This is an optimization exercise on Yosys and OpenROAD, whose aim is small area, a short achievable clock period and few clock cycles, not a production implementation. Function was checked by simulation only, so behaviour that the tests miss may differ from the original. Power and IR drop assume default switching activity.

## design/flow/design.v

```verilog
module p18240_core (
  input  logic        clock,
  input  logic        reset_L,
  output logic [15:0] mem_addr,
  output logic [15:0] mem_wdata,
  output logic        mem_re,
  output logic        mem_we,
  input  logic [15:0] mem_rdata,
  output logic        halted);
  localparam logic [1:0] S_F = 2'd0, S_FW = 2'd1, S_E1 = 2'd2, S_E2 = 2'd3;
  logic [1:0]  state, state_n;
  logic        halt_q, halt_n;
  logic [15:0] pc, pc_n, sp, sp_n, t, t_n;
  logic [3:0]  cc, cc_n;                   
  logic [2:0]  off, off_n;                 
  logic [9:0]  op;                         
  logic [4:0]  pa, pb;                     
  logic        ir_load;
  logic [15:0] rf [0:31];
  logic [15:0] ra, rb, rf_wd;
  logic        rf_we;
  assign ra = rf[pa];
  assign rb = rf[pb];
  always_ff @(posedge clock or negedge reset_L)
    if (~reset_L) begin
      for (int i = 0; i < 32; i++) rf[i] <= 16'h0000;
    end else if (rf_we)
      rf[pa] <= rf_wd;
  logic d_lda, d_sta, d_ldr, d_str, d_ldi, d_add, d_addsp, d_sub, d_neg, d_incr,
        d_decr, d_not, d_and, d_or, d_xor, d_lshl, d_rol, d_lshr, d_ashr, d_bra,
        d_brz, d_brn, d_brv, d_stop, d_jsrw, d_rtnw, d_brw, d_push, d_pop, d_jsr,
        d_rtn, d_mov, d_ldsp, d_stsp, d_ldsf, d_stsf, d_cmi, d_cmr, d_brc;
  assign d_lda   = op == 10'h010;
  assign d_sta   = op == 10'h018;
  assign d_ldr   = op == 10'h020;
  assign d_str   = op == 10'h028;
  assign d_ldi   = op == 10'h030;
  assign d_add   = op == 10'h038;
  assign d_addsp = op == 10'h03C;
  assign d_sub   = op == 10'h040;
  assign d_neg   = op == 10'h048;
  assign d_incr  = op == 10'h050;
  assign d_decr  = op == 10'h058;
  assign d_not   = op == 10'h060;
  assign d_and   = op == 10'h068;
  assign d_or    = op == 10'h070;
  assign d_xor   = op == 10'h078;
  assign d_lshl  = op == 10'h080;
  assign d_rol   = op == 10'h088;
  assign d_lshr  = op == 10'h090;
  assign d_ashr  = op == 10'h098;
  assign d_bra   = op == 10'h0A0;
  assign d_brz   = op == 10'h0A8;
  assign d_brn   = op == 10'h0B0;
  assign d_brv   = op == 10'h0B8;
  assign d_stop  = op == 10'h0C0;
  assign d_jsrw  = op == 10'h0C4;
  assign d_rtnw  = op == 10'h0C5;
  assign d_brw   = op == 10'h0C6;
  assign d_push  = op == 10'h0C8;
  assign d_pop   = op == 10'h0D0;
  assign d_jsr   = op == 10'h0D8;
  assign d_rtn   = op == 10'h0E0;
  assign d_mov   = op == 10'h0E8;
  assign d_ldsp  = op == 10'h0F0;
  assign d_stsp  = op == 10'h0F8;
  assign d_ldsf  = op == 10'h100;
  assign d_stsf  = op == 10'h108;
  assign d_cmi   = op == 10'h110;
  assign d_cmr   = op == 10'h118;
  assign d_brc   = op == 10'h120;
  logic is_br, br_taken;
  assign is_br = d_bra | d_brz | d_brn | d_brv | d_brc | d_brw;
  assign br_taken = d_bra | (d_brz & cc[3]) | (d_brc & cc[2]) | (d_brn & cc[1]) |
                    (d_brv & cc[0]) | (d_brw & off[2] & off[1]);
  logic [15:0] x, y, ysrc, alu_out, sum;
  logic        xinv, yen, yinv, cin, cout;
  logic        alu_c, alu_v;
  assign ysrc = (state == S_FW) ? t : rb;
  always_comb begin
    xinv = d_neg;
    yen  = d_add | d_sub | d_cmr | d_cmi;
    yinv = d_sub | d_cmr | d_cmi | d_decr;
    cin  = d_sub | d_cmr | d_cmi | d_incr | d_neg;
  end
  assign x = ra ^ {16{xinv}};
  assign y = (ysrc & {16{yen}}) ^ {16{yinv}};
  assign {cout, sum} = {1'b0, x} + {1'b0, y} + {16'h0000, cin};
  always_comb begin
    alu_c = 1'b0;
    alu_v = 1'b0;
    if (d_and)       alu_out = ra & rb;
    else if (d_or)   alu_out = ra | rb;
    else if (d_xor)  alu_out = ra ^ rb;
    else if (d_not)  alu_out = ~ra;
    else if (d_lshl) begin alu_out = {ra[14:0], 1'b0};   alu_c = ra[15]; end
    else if (d_rol)  begin alu_out = {ra[14:0], ra[15]}; alu_c = ra[15]; end
    else if (d_lshr) begin alu_out = {1'b0, ra[15:1]};   alu_c = ra[0];  end
    else if (d_ashr) begin alu_out = {ra[15], ra[15:1]}; alu_c = ra[0];  end
    else if (d_mov)  alu_out = rb;
    else if (d_stsp) alu_out = sp;
    else begin
      alu_out = sum;
      if (d_add) begin
        alu_c = cout;
        alu_v = (x[15] == y[15]) & (sum[15] != x[15]);
      end else if (d_incr) begin
        alu_c = cout;
        alu_v = ra[15] & ~sum[15];
      end else if (d_decr) begin
        alu_c = ~cout;
        alu_v = ~ra[15] & sum[15];
      end else begin                       
        alu_c = ~cout | (sum == 16'h0000);
        alu_v = (x[15] == y[15]) & (sum[15] != x[15]);
      end
    end
  end
  logic [15:0] pc_inc, pc_inc2, sp_inc, sp_dec, sp_imm;
  assign pc_inc  = pc + 16'd1;
  assign pc_inc2 = pc + 16'd2;
  assign sp_inc  = sp + 16'd1;
  assign sp_dec  = sp - 16'd1;
  assign sp_imm  = sp + mem_rdata;
  logic fetch, fetch_skip;
  always_comb begin
    state_n   = state;
    halt_n    = halt_q;
    pc_n      = pc;
    sp_n      = sp;
    t_n       = t;
    cc_n      = cc;
    off_n     = off;
    rf_we     = 1'b0;
    rf_wd     = alu_out;
    mem_re    = 1'b0;
    mem_we    = 1'b0;
    mem_addr  = pc;
    mem_wdata = rb;
    fetch     = 1'b0;
    fetch_skip = 1'b0;
    case (state)
      S_F: fetch = 1'b1;
      S_FW: begin
        fetch = 1'b1;
        rf_wd = t;
        if (d_ldi | d_lda | d_ldr) begin
          rf_we = 1'b1;
          cc_n  = {t == 16'h0000, 1'b0, t[15], 1'b0};
        end else if (d_pop | d_ldsf) begin
          rf_we = 1'b1;
        end else if (d_cmi) begin
          cc_n  = {sum == 16'h0000, alu_c, sum[15], alu_v};
        end
      end
      S_E1: begin
        if (d_ldi | d_cmi | d_lda | d_sta) begin
          mem_re = 1'b1;
          t_n    = mem_rdata;
          pc_n   = pc_inc;
          state_n = (d_lda | d_sta) ? S_E2 : S_FW;
        end else if (d_ldsf | d_stsf) begin
          mem_re = 1'b1;
          t_n    = sp_imm;
          pc_n   = pc_inc;
          state_n = S_E2;
        end else if (d_addsp) begin
          mem_re = 1'b1;
          sp_n   = sp_imm;
          pc_n   = pc_inc;
          state_n = S_F;
        end else if (d_ldr) begin
          mem_re   = 1'b1;
          mem_addr = rb;
          t_n      = mem_rdata;
          state_n  = S_FW;
        end else if (d_str) begin
          mem_we   = 1'b1;
          mem_addr = ra;
          state_n  = S_F;
        end else if (d_push) begin
          mem_we    = 1'b1;
          mem_addr  = sp_dec;
          mem_wdata = ra;
          sp_n      = sp_dec;
          state_n   = S_F;
        end else if (d_pop) begin
          mem_re   = 1'b1;
          mem_addr = sp;
          t_n      = mem_rdata;
          sp_n     = sp_inc;
          state_n  = S_FW;
        end else if (d_rtn | d_rtnw) begin
          mem_re   = 1'b1;
          mem_addr = sp;
          pc_n     = mem_rdata;
          sp_n     = sp_inc;
          if (d_rtnw) off_n = off - 3'd1;
          state_n  = S_F;
        end else if (d_jsr | d_jsrw) begin
          mem_we    = 1'b1;
          mem_addr  = sp_dec;
          mem_wdata = pc_inc;
          sp_n      = sp_dec;
          if (d_jsrw) off_n = off + 3'd1;
          state_n   = S_E2;
        end else if (is_br & br_taken) begin
          mem_re  = 1'b1;
          pc_n    = mem_rdata;
          state_n = S_F;
        end else if (d_stop) begin
          halt_n  = 1'b1;               
        end else begin
          fetch = 1'b1;
          fetch_skip = is_br;              
          if (d_add | d_sub | d_incr | d_decr | d_not | d_and | d_or | d_xor |
              d_lshl | d_rol | d_lshr | d_ashr) begin
            rf_we = 1'b1;
            cc_n  = {alu_out == 16'h0000, alu_c, alu_out[15], alu_v};
          end else if (d_neg | d_mov | d_stsp) begin
            rf_we = 1'b1;
          end else if (d_cmr) begin
            cc_n  = {alu_out == 16'h0000, alu_c, alu_out[15], alu_v};
          end else if (d_ldsp) begin
            sp_n  = ra;
          end
        end
      end
      S_E2: begin
        if (d_lda | d_ldsf) begin
          mem_re   = 1'b1;
          mem_addr = t;
          state_n  = S_FW;
          t_n      = mem_rdata;
        end else if (d_sta) begin
          mem_we   = 1'b1;
          mem_addr = t;
          state_n  = S_F;
        end else if (d_stsf) begin
          mem_we    = 1'b1;
          mem_addr  = t;
          mem_wdata = ra;
          state_n   = S_F;
        end else begin                     
          mem_re  = 1'b1;
          pc_n    = mem_rdata;
          state_n = S_F;
        end
      end
    endcase
    if (fetch) begin
      mem_re   = 1'b1;
      mem_addr = fetch_skip ? pc_inc : pc;
      pc_n     = fetch_skip ? pc_inc2 : pc_inc;
      state_n  = S_E1;
    end
    if (halt_q) begin
      mem_re  = 1'b0;
      mem_we  = 1'b0;
      rf_we   = 1'b0;
      state_n = state;
      pc_n    = pc;
      sp_n    = sp;
      cc_n    = cc;
      off_n   = off;
    end
  end
  assign ir_load = fetch & ~halt_q;
  assign halted  = halt_q;
  always_ff @(posedge clock or negedge reset_L)
    if (~reset_L) begin
      state  <= S_F;
      halt_q <= 1'b0;
      pc     <= 16'h0000;
      sp     <= 16'h0000;
      cc     <= 4'h0;
      off    <= 3'd0;
    end else begin
      state  <= state_n;
      halt_q <= halt_n;
      pc     <= pc_n;
      sp     <= sp_n;
      cc     <= cc_n;
      off    <= off_n;
    end
  always_ff @(posedge clock) begin
    t <= t_n;
    if (ir_load) begin
      op <= mem_rdata[15:6];
      pa <= {off + {2'b00, mem_rdata[5]}, mem_rdata[4:3]};
      pb <= {off + {2'b00, mem_rdata[2]}, mem_rdata[1:0]};
    end
  end
endmodule
```

## design/flow/run.sh

```bash
#!/bin/bash
# synth_recipe.tcl (not shown) runs the flow's synth.tcl, then flattens the netlist and writes it again
# the make line also repeats each setting of config.mk as NAME=value (left out here)
make -C /OpenROAD-flow-scripts/flow DESIGN_CONFIG=/design/flow/config.mk WORK_HOME=/design/flow/orfs CLKGATE_MAP_FILE= SYNTH_SCRIPT=/design/flow/synth_recipe.tcl finish
```

## design/flow/config.mk

```make
export PLATFORM = sky130hd
export DESIGN_NAME = p18240_core
export DESIGN_NICKNAME = p18240_core
export VERILOG_FILES = /design/flow/design.v
export SDC_FILE = /design/flow/constraint.sdc
export NUM_CORES = 4
export LEC_CHECK = 0
export CAP_MARGIN = 20
export CORE_MARGIN = 2
export CORE_UTILIZATION = 40
export PLACE_DENSITY = 0.6
export SLEW_MARGIN = 20
```

## design/flow/constraint.sdc

```tcl
create_clock -name core_clock -period 10.0 [get_ports {clock}]
set_input_delay 2.0000 -clock core_clock [delete_from_list [all_inputs] [get_ports {clock}]]
set_output_delay 2.0000 -clock core_clock [all_outputs]
set_load 0.01 [all_outputs]
```

==> impl_results.md <==
- Most instantiated library cell after synthesis: nand2_1
- Avg Inst Size Synth: between 8 and 9 µm²
- Status: no timing/DRC/antenna violations
- Worst path depth: 12
- Setup WS post-layout: approximately 1.6 ns
- DR iter-0 viols: between 7k and 8k
- Die area: between 0.09 and 0.1 mm²
- Cell taking the most area after synthesis: dfrtp_1
- First-pass GRT wire length: approximately 320 mm
- Crit path DAT: around 6.4 ns
- Via density: between 7 and 8
- Endpoints failing hold: 0
- # IOs: 53
- Post-synth EDFFs: 36
- F_max: about 120 MHz
- Top Family by Delay on Critical Path: simple AND/OR/NAND/NOR gates
- Worst slew pin tran: between 1 and 1.5 ns
- Critical Path RT: ~8.0 ns
- DR vias: roughly 42k
- Hold_buf cts: 0
- Initial Util: 0.405
- Global route hottest layer: met2
- GRT overflow: 0
- Sequential-to-total area share from yosys stat: 0.387
- DPL Wire Length: roughly 170 mm
- Leak: 18.0 nW
- Number of synthesis warnings: 2
- Max Clock Skew: roughly 0.04 ns
- Fin Hold WS: roughly 0.50 ns
- Vias in the first global route: 39.0k
- Drt drc: 0
- CP startpoint: pa[1]
- Final setup vio count: 0
- Commonest cells in the netlist: nand2_1, dfrtp_1, nor2_1
- GR met3 Demand/Resource: 0.162
- Critical path cell sequence: nand2_1 -> nor2_2 -> buf_4 -> a22oi_1 -> nand4_1 -> nor4_1 -> nor2_2 -> inv_1 -> a2111oi_0 -> a221oi_1 -> o22ai_1 -> clkdlybuf4s50_1
- Row count: between 100 and 150
- Worst min-delay path class: reg2reg
- Largest net degree at the start of global routing: 148
- Clock buffer depth: 3
- CTS Buf Count: between 70 and 80
- Worst setup path category: reg2out
- Crit-path slowest cell: nor2_2
- Port bufs: 52
- Core area: around 0.095 mm²
- Worst IR drop on VDD: 0.248 mV
- Reg2Reg Depth: 21
- Total GRT Usage: 0.465
- First-pass iteration count of the detailed router: 8
- CP Capture Point: mem_addr[11]
- Sum Neg Setup Slack: 0 ns
- Area of the mapped netlist: a little under 0.04 mm²
- # nets final: approximately 4.8k
- CP max FO: 11
- Crit path launch type: flip-flop
- Met1 usage: 0.626
- Met2 GRT Util: 0.641
- CP most frequent cell: nor2_2
- Slew HR: 0.105
- Tcrit/Tclk final: 0.835
- Period minus WS final: between 8 and 9 ns
- Post-synthesis net count: between 4k and 5k
- Worst Setup End Kind: primary output
- Setup repair bufs after CTS: 0
- Clock Latency Late Sink: 0.69 ns
- Routability Congestion: between 1 and 1.5
- Share of layout cells above drive strength 1: 0.101
- Most common flop cell mapped by yosys: dfrtp_1
- Fin util: 0.452
- Clock-pin slew on the worst setup and hold paths: roughly 0.07 ns
- Die Span X: 315 µm
- RSZ-0062 raised after global routing: no
- Chip Height: ~310 µm
- Synth cell types: roughly 100
- Top-area cell type share of the netlist area: 0.359
- R2R Setup Slk: about 2.1 ns
- Total Wirelength: 234 mm
- Critical R2R Launch: pb[0]
- Per-cell routed wire length: a little under 40 µm
- Pre-CTS setup slack: roughly 2.4 ns
- Pwr Density: 163 mW/mm²
- Final ANT Viol Nets: 0
- Asr flop ratio synth: 0.939
- Final std cells w/o fill: 6017
- Worst r2r dst: rf[19][7]
- Synth area leaders: dfrtp_1, nand2_1, o21ai_1
- Slew Viols, Final: 0
- Worst path bufs/invs: 3
- Initial antenna violation count: 16
- Max_cap viols: 0
- Yosys reg bits: 590
- Post-Place Cells: just under 6k
- Resized cells post-CTS: 0
- H-tree Lvls: 3
- CTS Sinks: 590
- Area Growth Syn to Fin: 11.7%
- Crit path largest cell delay: approximately 1 ns
- Synth Instances: roughly 4.8k
- CTS tree: built
- Root Buffer: clkbuf_16
placed cells by master, fill, tap and decap left out, types with 71 or more instances in the layout:
| cell | n |
|---|---|
| nand2_1 | 708 |
| nand3_1 | 270 |
| dfrtp_1 | 554 |
| a22oi_1 | 165 |
| a21oi_1 | 260 |
| ha_1 | 76 |
| inv_1 | 71 |
| xnor2_1 | 77 |
| nand4_1 | 112 |
| nor2_1 | 377 |
| o21ai_1 | 376 |
| buf_4 | 179 |
| o21ai_0 | 179 |
| clkbuf_16 | 73 |
| and3_1 | 172 |
kinds of logic after synthesis:
logic type / synth area share
AOI/OAI and AO/OA: 0.238
xor gates and xnor gates: 0.0297
adders and majority gates: 0.0267
buffers and inverters: 0.0525
DFF: 0.387
muxes: 0.0160
and+or+nand+nor: 0.250
how the worst min path moves through the flow:
stage,depth (start not counted),slack (ns),startpoint,end
after floorplan,2,0.46,rf[4][10],rf[4][10]
after detailed placement,1,0.49,cc[0],cc[0]
after global routing,2,0.52,rf[16][8],rf[16][8]
after global placement,2,0.47,rf[4][10],rf[4][10]
final,1,0.50,cc[0],cc[0]
after CTS,1,0.51,cc[0],cc[0]
per-layer routing:
metal	share of wire	routed length, µm	vias to the layer above
li1	-	-	17385
met1	0.40	92800	20581
met2	0.40	93100	3414
met3	0.13	31200	910
met4	0.074	17400	8
met5	0.00023	53	-
sequential cells by signal (all words and copies together), names as in the netlist:
| name | cells |
|---|---|
| state | 2 |
| op | 10 |
| sp | 16 |
| pc | 16 |
| cc | 4 |
| pa | 5 |
| off | 3 |
| pb | 5 |
| halt_q | 1 |
| rf | 512 |
| t | 16 |
through the flow:
stage	power (mW)	area, µm²
after global routing	7.21	43100
after detailed placement	4.21	40600
final	7.02	43100
after floorplan	3.59	38600
after CTS	6.96	43000
after global placement	4.20	40600
report_power, final:
part           internal [mW]  switching (mW)
Clock                   1.60            1.18
Sequential              2.52           0.380
Combinational          0.535           0.803
cell type report:
class / instances / area (µm²)
clock buffers: 99 / 2030
clock inverters: 31 / 389
multi-input cells: 3714 / 21900
diodes: 8 / 20.0
flip-flops and latches: 590 / 14900
repair buffers: 235 / 1950
well taps: 1265 / 1580
inverters: 75 / 282
fillers: 9740 / 52200
worst register-to-register path, cell delays in order, from the launching register on:
cell	delay [ns]
edfxtp_1	0.95
or3b_2	0.60
nor2_2	1.03
a22o_1	0.29
nor3_1	0.05
a31oi_1	0.69
inv_1	0.20
nor2_1	0.13
a21oi_1	0.10
nor2_1	0.21
xor2_1	0.24
ha_1	0.28
a21o_1	0.18
and4_1	0.23
o32ai_1	0.31
xor2_1	0.26
o21ai_0	0.12
a221oi_1	0.23
a2bb2oi_1	0.34
a21o_1	0.92
buf_4	0.31
o21ai_1	0.07
Testbench counts, summed over its fixed seeds: cycles 26,403.

[what the ideal ports hide]
The flow's constraints put no driver on any port. The routed layout listed below was extracted and timed again, unchanged, in two steps.
Step 1: set_driving_cell puts a clkbuf_16 on clock and a buf_2 on each other input, an assumption about the parent block.
Step 2 adds t to the input delays and takes it off the output delays; t is the mean of the earliest and latest rising clock arrival at the registers after step 1. Input paths then give back, and output paths get back, about the clock's delay inside the block.
Slacks: ideal ports / drivers / drivers and shift; pairs: ideal ports / drivers.
t, ns: 0.742
slack for setup (ns): 1.648 / 1.575 / 2.131
worst hold slack (ns): 0.504 / 0.504 / 0.504
worst data-port slew with drivers (ns): 0.05
After both steps setup and hold are still met in this run. For this run, drivers alone change the setup slack by -0.073 ns; drivers and shift together by +0.483 ns.
